What follows belongs to an exercise in optimizing a design on an open flow for small area and a short achievable clock period; a production flow would make more cautious choices. The clock port is modelled as an ideal driver; clocking choices that lean on that would not hold on a real chip.

Setup of oak:
==> flow/design.v (excerpt) <==
module Scrambler(
  input         clock,
  input         reset,
  input  [63:0] io_in,
  output [63:0] io_out
);
  reg [63:0] p1;
  reg [63:0] p2;
  reg [63:0] p3;
  reg [63:0] p4;
  reg [63:0] p5;
  reg [63:0] p6;
  reg [63:0] q1;
  reg [63:0] q2;
  reg [63:0] q3;
  reg [63:0] q4;
  reg [63:0] q5;
  reg [63:0] q6;
  reg [63:0] q7;
  reg [63:0] q8;
  reg [63:0] q9;
  reg [63:0] q10;
  reg [63:0] q11;
  reg [63:0] q12;
  reg [63:0] q13;
  reg [63:0] q14;
  reg [63:0] q15;
  reg [63:0] q16;
  reg [63:0] q17;
  reg  [4:0] cnt;    
  reg        m1;     
  reg        m6;     
  reg        m17;    
  wire m17_next = !reset && (m17 || cnt == 5'd16);
  add64_ks u_out (.a(io_in), .b(q17), .s(io_out));
  always @(posedge clock) begin
    p1  <= io_out;
    p2  <= p1;
    p3  <= p2;
    p4  <= p3;
    p5  <= p4;
    p6  <= p5;
    q1  <= (m1 ? p1 : 64'h0) + (m6 ? p6 : 64'h0);
    q2 <= q1;
    q3 <= q2;
    q4 <= q3;
    q5 <= q4;
    q6 <= q5;
    q7 <= q6;
    q8 <= q7;
    q9 <= q8;
    q10 <= q9;
    q11 <= q10;
    q12 <= q11;
    q13 <= q12;
    q14 <= q13;
    q15 <= q14;
    q16 <= q15;
    q17 <= m17_next ? q16 : 64'h0;
  end
  always @(posedge clock) begin
    if (reset) begin
      cnt <= 5'd0;
    end else if (!m17) begin
      cnt <= cnt + 5'd1;
    end
    m1  <= !reset;
    m6  <= !reset && (m6 || cnt == 5'd5);
    m17 <= m17_next;
  end
endmodule
Size: about 3100 cells after synthesis, about 1500 flip-flops, roughly 40000 µm² of cells after synthesis.
==> flow/config.mk <==
export PLATFORM = sky130hd
export DESIGN_NAME = Scrambler
export DESIGN_NICKNAME = Scrambler
export VERILOG_FILES = /design/flow/design.v
export SDC_FILE = /design/flow/constraint.sdc
export NUM_CORES = 4
export LEC_CHECK = 0
export CAP_MARGIN = 20
export CORE_MARGIN = 2
export CORE_UTILIZATION = 65
export CTS_CLUSTER_DIAMETER = 60
export CTS_CLUSTER_SIZE = 24
export SETUP_SLACK_MARGIN = 2.5
export SLEW_MARGIN = 20
export SYNTH_HIERARCHICAL = 1
export SYNTH_MINIMUM_KEEP_SIZE = 0
==> flow/constraint.sdc <==
create_clock -name core_clock -period 6.0 [get_ports {clock}]
set_input_delay 1.2000 -clock core_clock [delete_from_list [all_inputs] [get_ports {clock}]]
set_output_delay 1.2000 -clock core_clock [all_outputs]
set_load 0.01 [all_outputs]
run.sh (not shown) runs the stock make flow with config.mk's settings and CLKGATE_MAP_FILE= SYNTH_SCRIPT=/design/flow/synth_recipe.tcl, a recipe that flattens the netlist after the stock synthesis.
oak closes out successfully: all stages finished, all timing, DRC and antenna checks passed.
diff inputs: oak => pine
- clearing CTS_CLUSTER_SIZE, which used to be 24
- clearing CTS_CLUSTER_DIAMETER, which used to be 60
- swapping 65 for 55 in CORE_UTILIZATION
[summary]
- pine against oak: sequential share of the synthesized area flat, summed area of non-filler cells in the final layout up 5.5%, core utilization of the finished layout down 9.2 points, wire length down about 9%.
- The setup slack in pine sits 59 ps above the value recorded for oak.
- oak has a higher flip-flop and latch share of the layout cell area than pine.
No run of this note included a check of the RTL's function; only the layout flow was run.

Scrambler, a different RTL version from the one above (not shown whole).
Size in the first run: about 2,700 cells after synthesis, roughly 1,500 flip-flops, ~130 I/O pins.
Settings: LEC_CHECK=0, CAP_MARGIN=20, CORE_MARGIN=2, CORE_UTILIZATION=65, CTS_CLUSTER_DIAMETER=80, CTS_CLUSTER_SIZE=32, SETUP_SLACK_MARGIN=2.5, SLEW_MARGIN=20, SYNTH_HIERARCHICAL=1, SYNTH_MINIMUM_KEEP_SIZE=0, TNS_END_PERCENT=5; clock period 6.0 ns.
==> next run, changes <==
Settings changed: CTS_CLUSTER_DIAMETER 80 to 60, CTS_CLUSTER_SIZE 32 to 24.
Core utilization goes up by 1.4 points; global-route usage goes up by 0.40 points; worst setup slack loses 0.014 ns; first-iteration DRC count goes up by 5.2%; die area does not change; final area goes up by 1.9%; routed wire length goes up by 1.3%; synthesized cell count does not change; via count goes up by 0.94%; critical path depth does not change.
No run of this note included a check of the RTL's function; only the layout flow was run.

-- separate check: timing with driven ports --
How much do the figures lean on ideal ports? The routed layouts below were timed once more, with nothing changed but the port constraints.
Step 1 sets driving cells, clkbuf_16 on the clock port and buf_2 on the other inputs (assumed; they add their load-dependent delay and slew).
Step 2, shift: input delay + t, output delay - t, t = (earliest + latest rising clock arrival at the registers) / 2. This alone moves slack from input paths to output paths.
Slacks: ideal ports / drivers / drivers and shift; pairs: ideal ports / drivers.
run | shift t [ns] | setup slack, ns | worst setup path after step 2 | slew at the worst register clock pin (ns) | worst data-port slew with drivers (ns)
oak | 0.695 | 1.652 / 1.605 / 1.605 | input to output | 0.09 / 0.09 | 0.11
pine | 0.782 | 1.712 / 1.655 / 1.655 | input to output | 0.07 / 0.07 | 0.12
the first run of note 2 | 0.690 | 1.421 / 1.382 / 1.382 | input to output | 0.12 / 0.12 | 0.08
the second run of note 2 | 0.678 | 1.407 / 1.380 / 1.380 | input to output | 0.09 / 0.09 | 0.08
After both steps setup and hold are still met in every run listed. For pine, which loses most, drivers alone change the setup slack by -0.057 ns; drivers and shift together by -0.057 ns.
